This design comes from an exercise in tuning for small area, a short achievable clock period and few clock cycles per item on the open sky130 flow, not from production work. Where RTL was checked, it was by simulation tests only, not by an equivalence proof against the original.

lane 1:
==> flow/design.v (excerpt) <==
module cordic #(parameter WIDTH = 32, ITER = 16)(
    input clk,
    input rst,
    input start,
    input mode,  
    input signed [WIDTH-1:0] x_in,
    input signed [WIDTH-1:0] y_in,
    input signed [WIDTH-1:0] z_in,
    output signed [WIDTH-1:0] x_out,
    output signed [WIDTH-1:0] y_out,
    output signed [WIDTH-1:0] z_out,
    output reg done
);
    localparam signed [WIDTH-1:0] K = 32'sd19898;   
    reg signed [WIDTH-1:0] x, y, z;
    reg [3:0] ix, iy;
    reg busy;
    reg mode_r;        
    function signed [WIDTH-1:0] atan_table;
        input [3:0] idx;
        case (idx)
            4'd0:  atan_table = 32'sd25736;
            4'd1:  atan_table = 32'sd15192;
            4'd2:  atan_table = 32'sd8027;
            4'd3:  atan_table = 32'sd4074;
            4'd4:  atan_table = 32'sd2045;
            4'd5:  atan_table = 32'sd1023;
            4'd6:  atan_table = 32'sd511;
            4'd7:  atan_table = 32'sd256;
            4'd8:  atan_table = 32'sd128;
            4'd9:  atan_table = 32'sd64;
            4'd10: atan_table = 32'sd32;
            4'd11: atan_table = 32'sd16;
            4'd12: atan_table = 32'sd8;
            4'd13: atan_table = 32'sd4;
  ...
Settings: LEC_CHECK=0, ABC_AREA=1, CAP_MARGIN=20, CORE_MARGIN=2, CORE_UTILIZATION=45, SETUP_SLACK_MARGIN=3.5, SLEW_MARGIN=20; clock period 7.0 ns.
standard.sh (not shown) runs the stock make flow with config.mk's settings and CLKGATE_MAP_FILE= SYNTH_SCRIPT=/design/flow/synth_recipe.tcl, a recipe that flattens the netlist after the stock synthesis.
==> flow/flow/run.sh <==
#!/bin/bash
# The standard layout with two changes: plain buf_1 cells as the port buffers
# (buffer_ports otherwise picks delay buffers), and no adder-cell mapping in
# synthesis (ADDER_MAP_FILE empty), so abc maps the adders' prefix logic from
# gates instead of ha/fa cells. Registers and their names are unchanged.
# make's output goes to make.log here; each ORFS step keeps its own log under orfs/logs.
set -euo pipefail
export BUFFER_PORTS_ARGS="-buffer_cell sky130_fd_sc_hd__buf_1"
bash standard.sh ADDER_MAP_FILE= finish > make.log 2>&1
Lane 1 closes out successfully: all stages finished, all timing, DRC and antenna checks passed.
> inputs changed (lane 1 -> lane 2)
--- a/flow/config.mk
+++ b/flow/config.mk
@@ -12 +12 @@
-export SETUP_SLACK_MARGIN = 3.5
+export SETUP_SLACK_MARGIN = 3.6
### Flow results
- Lane 2 -> lane 1: critical path required time flat
- Lane 1 has a lower final worst setup slack than lane 2.
- In the metrics for lane 2 and lane 1, the one carrying the higher worst setup slack for register-to-register paths is lane 2.
- The clock period minus final worst setup slack reported for lane 2 is smaller than that of lane 1 by 0.062 ns.
- The die area on lane 2 is in line with that on lane 1.
- Clock skew on lane 2 is ahead of lane 1.
- Going from lane 1 to lane 2, the routed length on met3 was found to have gone down by 3.3%.
No run of this note included a check of the RTL's function; only the layout flow was run.

cordic, a different RTL version from the one above (not shown whole).
Size: roughly 110 flip-flops, ~200 I/O pins, roughly 11000 um^2 of cells after synthesis.
// cordic
module cordic #(parameter WIDTH = 32, ITER = 16)(
    input clk,
    input rst,
    input start,
    input mode,  
    input signed [WIDTH-1:0] x_in,
    input signed [WIDTH-1:0] y_in,
    input signed [WIDTH-1:0] z_in,
    output signed [WIDTH-1:0] x_out,
    output signed [WIDTH-1:0] y_out,
    output signed [WIDTH-1:0] z_out,
    output reg done
);
==> flow/config.mk <==
export PLATFORM = sky130hd
export DESIGN_NAME = cordic
export DESIGN_NICKNAME = cordic
export VERILOG_FILES = /design/flow/design.v
export SDC_FILE = /design/flow/constraint.sdc
export NUM_CORES = 4
export LEC_CHECK = 0
export ABC_AREA = 1
export CAP_MARGIN = 20
export CORE_MARGIN = 2
export CORE_UTILIZATION = 58
export SETUP_SLACK_MARGIN = 3.5
export SLEW_MARGIN = 20
==> flow/constraint.sdc <==
create_clock -name core_clock -period 7.0 [get_ports {clk}]
set_input_delay 1.4000 -clock core_clock [delete_from_list [all_inputs] [get_ports {clk}]]
set_output_delay 1.4000 -clock core_clock [all_outputs]
set_load 0.01 [all_outputs]
Scripts as last shown in full above: flow/flow/run.sh
The first run ran to the end with no violations.
Testbench counts at the start, summed over its fixed seeds: cycles 57,592, ops 3,200.
Rerun with:
Settings changed: CORE_UTILIZATION 58 to 40, SETUP_SLACK_MARGIN 3.5 to 4.
Effect: Die area is higher by 44%; utilization went down by 6.0 points; via count is higher by 11%; non-clock buffer count went up by 107.
Rerun with:
Settings changed: CORE_UTILIZATION 40 to 47, SETUP_SLACK_MARGIN 4 to 3.5.
The new run ran to the end with no violations; worst setup slack loses 0.018 ns; register-to-register slack loses 0.02 ns; die area went down by 15%; first-iteration DRC count went down by 41%; worst hold slack loses 0.033 ns.
Rerun with:
Settings changed: CORE_UTILIZATION 47 to 40.
Clock skew barely changes. Count of clock-buffer cells in the layout is unchanged. Critical path depth came out higher by 3. Final area came out higher by a few percent.

Another version of the RTL of cordic (not shown whole).
Size in the first run: roughly 2100 cells after synthesis, ~100 flip-flops, about 200 I/O pins, about 11000 um2 of cells after synthesis.
export LEC_CHECK = 0
export ABC_AREA = 1
export CAP_MARGIN = 20
export CORE_MARGIN = 2
export CORE_UTILIZATION = 65
export SETUP_SLACK_MARGIN = 4
export SLEW_MARGIN = 20
create_clock -name core_clock -period 7.0 [get_ports {clk}]
Scripts as last shown in full above: flow/flow/run.sh
The baseline stopped in global routing (5_1_grt).
Next try:
--- a/flow/config.mk
+++ b/flow/config.mk
@@ -9,5 +9,5 @@
 export CAP_MARGIN = 20
 export CORE_MARGIN = 2
-export CORE_UTILIZATION = 65
-export SETUP_SLACK_MARGIN = 4
+export CORE_UTILIZATION = 40
+export SETUP_SLACK_MARGIN = 3
 export SLEW_MARGIN = 20
After rerunning: The new run completed with no timing, DRC or antenna violations; area after synthesis does not change; synthesized cell count does not change.
Next try:
--- a/flow/config.mk
+++ b/flow/config.mk
@@ -10,4 +10,4 @@
 export CORE_MARGIN = 2
 export CORE_UTILIZATION = 40
-export SETUP_SLACK_MARGIN = 3
+export SETUP_SLACK_MARGIN = 4
 export SLEW_MARGIN = 20
Effect: The changed run finished with timing, DRC and antenna clean; sequential share of layout area goes down by 3.4 points; routed wire length goes up by 17%; worst setup slack is better by 390 ps; area after synthesis stays the same; clock skew is about the same; cell area goes up by 25%.
Next try:
--- a/flow/config.mk
+++ b/flow/config.mk
@@ -10,4 +10,4 @@
 export CORE_MARGIN = 2
 export CORE_UTILIZATION = 40
-export SETUP_SLACK_MARGIN = 4
+export SETUP_SLACK_MARGIN = 3.5
 export SLEW_MARGIN = 20
After rerunning: Setup slack gets worse by 94 ps; worst hold slack gets worse by 19 ps; non-clock buffer count falls by 55; maximum frequency falls by a few percent; global-route usage falls by 1.8 points; die area is unchanged.
Next try:
--- a/flow/config.mk
+++ b/flow/config.mk
@@ -10,4 +10,4 @@
 export CORE_MARGIN = 2
 export CORE_UTILIZATION = 40
-export SETUP_SLACK_MARGIN = 3.5
+export SETUP_SLACK_MARGIN = 4.5
 export SLEW_MARGIN = 20
Result: The changed run produced a clean layout; sequential share of layout area is lower by 3.7 points; wire length is higher by 22%; setup slack is worse by 60 ps; cell count is higher by 6.6%; utilization is higher by 15 points; hold slack is better by 29 ps; die area is unchanged; register-to-register slack is worse by 60 ps; final area is higher by 32%.
No run of this note included a check of the RTL's function; only the layout flow was run.

## job 9932
The RTL this note starts from:
==> flow/design.v <==
module cordic #(parameter WIDTH = 32, ITER = 16)(
    input clk,
    input rst,
    input start,
    input mode,  
    input signed [WIDTH-1:0] x_in,
    input signed [WIDTH-1:0] y_in,
    input signed [WIDTH-1:0] z_in,
    output signed [WIDTH-1:0] x_out,
    output signed [WIDTH-1:0] y_out,
    output signed [WIDTH-1:0] z_out,
    output reg done
);
    localparam signed [WIDTH-1:0] K = 32'sd19898;   
    reg signed [WIDTH-1:0] x, y, z;
    reg [3:0] i;       
    reg [3:0] ix, iy;  
    reg busy;
    reg mode_r;        
    function signed [WIDTH-1:0] atan_table;
        input [3:0] idx;
        case (idx)
            4'd0:  atan_table = 32'sd25736;
            4'd1:  atan_table = 32'sd15192;
            4'd2:  atan_table = 32'sd8027;
            4'd3:  atan_table = 32'sd4074;
            4'd4:  atan_table = 32'sd2045;
            4'd5:  atan_table = 32'sd1023;
            4'd6:  atan_table = 32'sd511;
            4'd7:  atan_table = 32'sd256;
            4'd8:  atan_table = 32'sd128;
            4'd9:  atan_table = 32'sd64;
            4'd10: atan_table = 32'sd32;
            4'd11: atan_table = 32'sd16;
            4'd12: atan_table = 32'sd8;
            4'd13: atan_table = 32'sd4;
            4'd14: atan_table = 32'sd2;
            default: atan_table = 32'sd1;
        endcase
    endfunction
    function [WIDTH-1:0] addsub;
        input [WIDTH-1:0] a;
        input [WIDTH-1:0] b;
        input sub;
        reg [WIDTH-1:0] bb, p, g, pp, gg, pn, gn;
        begin
            bb = b ^ {WIDTH{sub}};
            p = a ^ bb;
            g = a & bb;
            g[0] = g[0] | (p[0] & sub);
            gg = g; pp = p; gn = g; pn = p;
                gn[1] = gg[1] | (pp[1] & gg[0]); pn[1] = pp[1] & pp[0];
                gn[3] = gg[3] | (pp[3] & gg[2]); pn[3] = pp[3] & pp[2];
                gn[5] = gg[5] | (pp[5] & gg[4]); pn[5] = pp[5] & pp[4];
                gn[7] = gg[7] | (pp[7] & gg[6]); pn[7] = pp[7] & pp[6];
                gn[9] = gg[9] | (pp[9] & gg[8]); pn[9] = pp[9] & pp[8];
                gn[11] = gg[11] | (pp[11] & gg[10]); pn[11] = pp[11] & pp[10];
                gn[13] = gg[13] | (pp[13] & gg[12]); pn[13] = pp[13] & pp[12];
                gn[15] = gg[15] | (pp[15] & gg[14]); pn[15] = pp[15] & pp[14];
                gn[17] = gg[17] | (pp[17] & gg[16]); pn[17] = pp[17] & pp[16];
                gn[19] = gg[19] | (pp[19] & gg[18]); pn[19] = pp[19] & pp[18];
                gn[21] = gg[21] | (pp[21] & gg[20]); pn[21] = pp[21] & pp[20];
                gn[23] = gg[23] | (pp[23] & gg[22]); pn[23] = pp[23] & pp[22];
                gn[25] = gg[25] | (pp[25] & gg[24]); pn[25] = pp[25] & pp[24];
                gn[27] = gg[27] | (pp[27] & gg[26]); pn[27] = pp[27] & pp[26];
                gn[29] = gg[29] | (pp[29] & gg[28]); pn[29] = pp[29] & pp[28];
                gn[31] = gg[31] | (pp[31] & gg[30]); pn[31] = pp[31] & pp[30];
                gg = gn; pp = pn;
                gn[3] = gg[3] | (pp[3] & gg[1]); pn[3] = pp[3] & pp[1];
                gn[7] = gg[7] | (pp[7] & gg[5]); pn[7] = pp[7] & pp[5];
                gn[11] = gg[11] | (pp[11] & gg[9]); pn[11] = pp[11] & pp[9];
                gn[15] = gg[15] | (pp[15] & gg[13]); pn[15] = pp[15] & pp[13];
                gn[19] = gg[19] | (pp[19] & gg[17]); pn[19] = pp[19] & pp[17];
                gn[23] = gg[23] | (pp[23] & gg[21]); pn[23] = pp[23] & pp[21];
                gn[27] = gg[27] | (pp[27] & gg[25]); pn[27] = pp[27] & pp[25];
                gn[31] = gg[31] | (pp[31] & gg[29]); pn[31] = pp[31] & pp[29];
                gg = gn; pp = pn;
                gn[7] = gg[7] | (pp[7] & gg[3]); pn[7] = pp[7] & pp[3];
                gn[15] = gg[15] | (pp[15] & gg[11]); pn[15] = pp[15] & pp[11];
                gn[23] = gg[23] | (pp[23] & gg[19]); pn[23] = pp[23] & pp[19];
                gn[31] = gg[31] | (pp[31] & gg[27]); pn[31] = pp[31] & pp[27];
                gg = gn; pp = pn;
                gn[15] = gg[15] | (pp[15] & gg[7]); pn[15] = pp[15] & pp[7];
                gn[31] = gg[31] | (pp[31] & gg[23]); pn[31] = pp[31] & pp[23];
                gg = gn; pp = pn;
                gn[31] = gg[31] | (pp[31] & gg[15]); pn[31] = pp[31] & pp[15];
                gg = gn; pp = pn;
                gn[23] = gg[23] | (pp[23] & gg[15]); pn[23] = pp[23] & pp[15];
                gg = gn; pp = pn;
                gn[11] = gg[11] | (pp[11] & gg[7]); pn[11] = pp[11] & pp[7];
                gn[19] = gg[19] | (pp[19] & gg[15]); pn[19] = pp[19] & pp[15];
                gn[27] = gg[27] | (pp[27] & gg[23]); pn[27] = pp[27] & pp[23];
                gg = gn; pp = pn;
                gn[5] = gg[5] | (pp[5] & gg[3]); pn[5] = pp[5] & pp[3];
                gn[9] = gg[9] | (pp[9] & gg[7]); pn[9] = pp[9] & pp[7];
                gn[13] = gg[13] | (pp[13] & gg[11]); pn[13] = pp[13] & pp[11];
                gn[17] = gg[17] | (pp[17] & gg[15]); pn[17] = pp[17] & pp[15];
                gn[21] = gg[21] | (pp[21] & gg[19]); pn[21] = pp[21] & pp[19];
                gn[25] = gg[25] | (pp[25] & gg[23]); pn[25] = pp[25] & pp[23];
                gn[29] = gg[29] | (pp[29] & gg[27]); pn[29] = pp[29] & pp[27];
                gg = gn; pp = pn;
                gn[2] = gg[2] | (pp[2] & gg[1]); pn[2] = pp[2] & pp[1];
                gn[4] = gg[4] | (pp[4] & gg[3]); pn[4] = pp[4] & pp[3];
                gn[6] = gg[6] | (pp[6] & gg[5]); pn[6] = pp[6] & pp[5];
                gn[8] = gg[8] | (pp[8] & gg[7]); pn[8] = pp[8] & pp[7];
                gn[10] = gg[10] | (pp[10] & gg[9]); pn[10] = pp[10] & pp[9];
                gn[12] = gg[12] | (pp[12] & gg[11]); pn[12] = pp[12] & pp[11];
                gn[14] = gg[14] | (pp[14] & gg[13]); pn[14] = pp[14] & pp[13];
                gn[16] = gg[16] | (pp[16] & gg[15]); pn[16] = pp[16] & pp[15];
                gn[18] = gg[18] | (pp[18] & gg[17]); pn[18] = pp[18] & pp[17];
                gn[20] = gg[20] | (pp[20] & gg[19]); pn[20] = pp[20] & pp[19];
                gn[22] = gg[22] | (pp[22] & gg[21]); pn[22] = pp[22] & pp[21];
                gn[24] = gg[24] | (pp[24] & gg[23]); pn[24] = pp[24] & pp[23];
                gn[26] = gg[26] | (pp[26] & gg[25]); pn[26] = pp[26] & pp[25];
                gn[28] = gg[28] | (pp[28] & gg[27]); pn[28] = pp[28] & pp[27];
                gn[30] = gg[30] | (pp[30] & gg[29]); pn[30] = pp[30] & pp[29];
                gg = gn; pp = pn;
            addsub = p ^ {gg[WIDTH-2:0], sub};
        end
    endfunction
    wire signed [WIDTH-1:0] xs = x >>> ix;
    wire signed [WIDTH-1:0] ys = y >>> iy;
    wire d = mode_r ? y[WIDTH-1] : ~z[WIDTH-1];
    wire signed [WIDTH-1:0] xn = addsub(x, ys, d);
    wire signed [WIDTH-1:0] yn = addsub(y, xs, ~d);
    wire signed [WIDTH-1:0] zn = addsub(z, atan_table(i), d);
    wire load = start & ~busy;
    always @(posedge clk) begin
        ix <= busy ? ix + 4'd1 : 4'd0;
        iy <= busy ? iy + 4'd1 : 4'd0;
        if (!busy)
            mode_r <= mode;
        if (busy) begin
            x <= xn;
            y <= yn;
            z <= zn;
        end else begin
            x <= mode ? x_in : K;
            y <= mode ? y_in : {WIDTH{1'b0}};
            z <= mode ? {WIDTH{1'b0}} : z_in;
        end
    end
    always @(posedge clk or posedge rst) begin
        if (rst) begin
            busy <= 1'b0;
            done <= 1'b0;
            i <= 4'd0;
        end else begin
            done <= busy & (i == ITER - 1);
            if (busy) begin
                i <= i + 4'd1;
            end
            if (load)
                busy <= 1'b1;
            else if (i == ITER - 1) begin
                busy <= 1'b0;
            end
        end
    end
    assign x_out = x;
    assign y_out = y;
    assign z_out = z;
endmodule
==> flow/config.mk <==
export PLATFORM = sky130hd
export DESIGN_NAME = cordic
export DESIGN_NICKNAME = cordic
export VERILOG_FILES = /design/flow/design.v
export SDC_FILE = /design/flow/constraint.sdc
export NUM_CORES = 4
export LEC_CHECK = 0
export ABC_AREA = 1
export CAP_MARGIN = 20
export CORE_MARGIN = 2
export CORE_UTILIZATION = 45
export PLACE_DENSITY = 0.7
export SETUP_SLACK_MARGIN = 3.6
export SLEW_MARGIN = 20
==> flow/constraint.sdc <==
create_clock -name core_clock -period 7.0 [get_ports {clk}]
set_input_delay 1.4000 -clock core_clock [delete_from_list [all_inputs] [get_ports {clk}]]
set_output_delay 1.4000 -clock core_clock [all_outputs]
set_load 0.01 [all_outputs]
Scripts as last shown in full above: flow/flow/run.sh
Testbench counts of job 9932, summed over its fixed seeds: cycles 57,592, ops 3,200.
Setup changes, job 9932 to job 3849
- PLACE_DENSITY no longer set, was 0.7
- GPL_ROUTABILITY_DRIVEN now 0, previously not set
Notes after the runs:
~same area added between synthesis and finish in job 3849 and job 9932. Shortest period the worst path allows in job 3849 is 8.6 ps higher than in job 9932.
diff inputs: job 3849 => job 5379
- CORE_UTILIZATION: 45 -> 50
- GPL_ROUTABILITY_DRIVEN: 0 -> unset
[summary]
- Job 5379 ended with every stage complete and zero timing, DRC or antenna violations.
- Higher final cycle utilization of the critical path was reported by job 3849, not job 5379.
- Diff job 3849 -> job 5379: final standard cell utilization of the core grew by 6.7 points, number of nets at the end of the flow grew by 8.
Changes in job 9885 relative to job 5379:
- SETUP_SLACK_MARGIN changed from 3.6 to 3.5
==> comparison <==
[compare] base=job 5379 new=job 9885: met3 wirelength from detailed routing saw a decrease.
Cmp job 9885 and job 5379 / proportion of final cell area spent on non-clock buffers / lower: job 9885

re-timing with driven ports:
Ports are ideal in the flow. The routed layouts listed here were re-timed in OpenROAD. Step 1 (the two cells are an assumption about what drives the block):
set clk [get_ports {clk}]
set_driving_cell -lib_cell sky130_fd_sc_hd__clkbuf_16 $clk
set_driving_cell -lib_cell sky130_fd_sc_hd__buf_2 [delete_from_list [all_inputs] $clk]
Step 2 moves the port delays by t, midway between the first and last clock arrival at a register: inputs arrive t later, outputs are due t later. That takes back most of the time a late clock gives input paths. Three values: ideal, step 1, step 2; two values: the first two.
run	shift t [ns]	setup WS [ns]	clock arrival spread, ns
lane 1	0.484	3.796 / 3.796 / 3.692	0.018 / 0.018
lane 2	0.485	3.859 / 3.859 / 3.698	0.015 / 0.015
the first run of note 2	0.420	3.746 / 3.746 / 3.746	0.018 / 0.018
the second run of note 2	0.429	3.838 / 3.838 / 3.838	0.015 / 0.015
the third run of note 2	0.414	3.821 / 3.821 / 3.588	0.012 / 0.012
the fourth run of note 2	0.419	3.811 / 3.811 / 3.811	0.015 / 0.015
the second run of note 3	0.423	3.399 / 3.399 / 3.233	0.015 / 0.016
the third run of note 3	0.426	3.786 / 3.786 / 3.786	0.015 / 0.016
the fourth run of note 3	0.424	3.692 / 3.692 / 3.379	0.017 / 0.017
the fifth run of note 3	0.427	3.632 / 3.632 / 3.632	0.017 / 0.017
job 9932	0.420	3.887 / 3.887 / 3.530	0.013 / 0.012
job 3849	0.418	3.878 / 3.878 / 3.535	0.020 / 0.019
job 5379	0.419	3.907 / 3.907 / 3.736	0.012 / 0.012
job 9885	0.420	3.812 / 3.812 / 3.712	0.011 / 0.011
After both steps every run listed still meets setup and hold. For job 9932, which loses most, drivers alone change the setup slack by 0.000 ns; drivers and shift together by -0.357 ns.
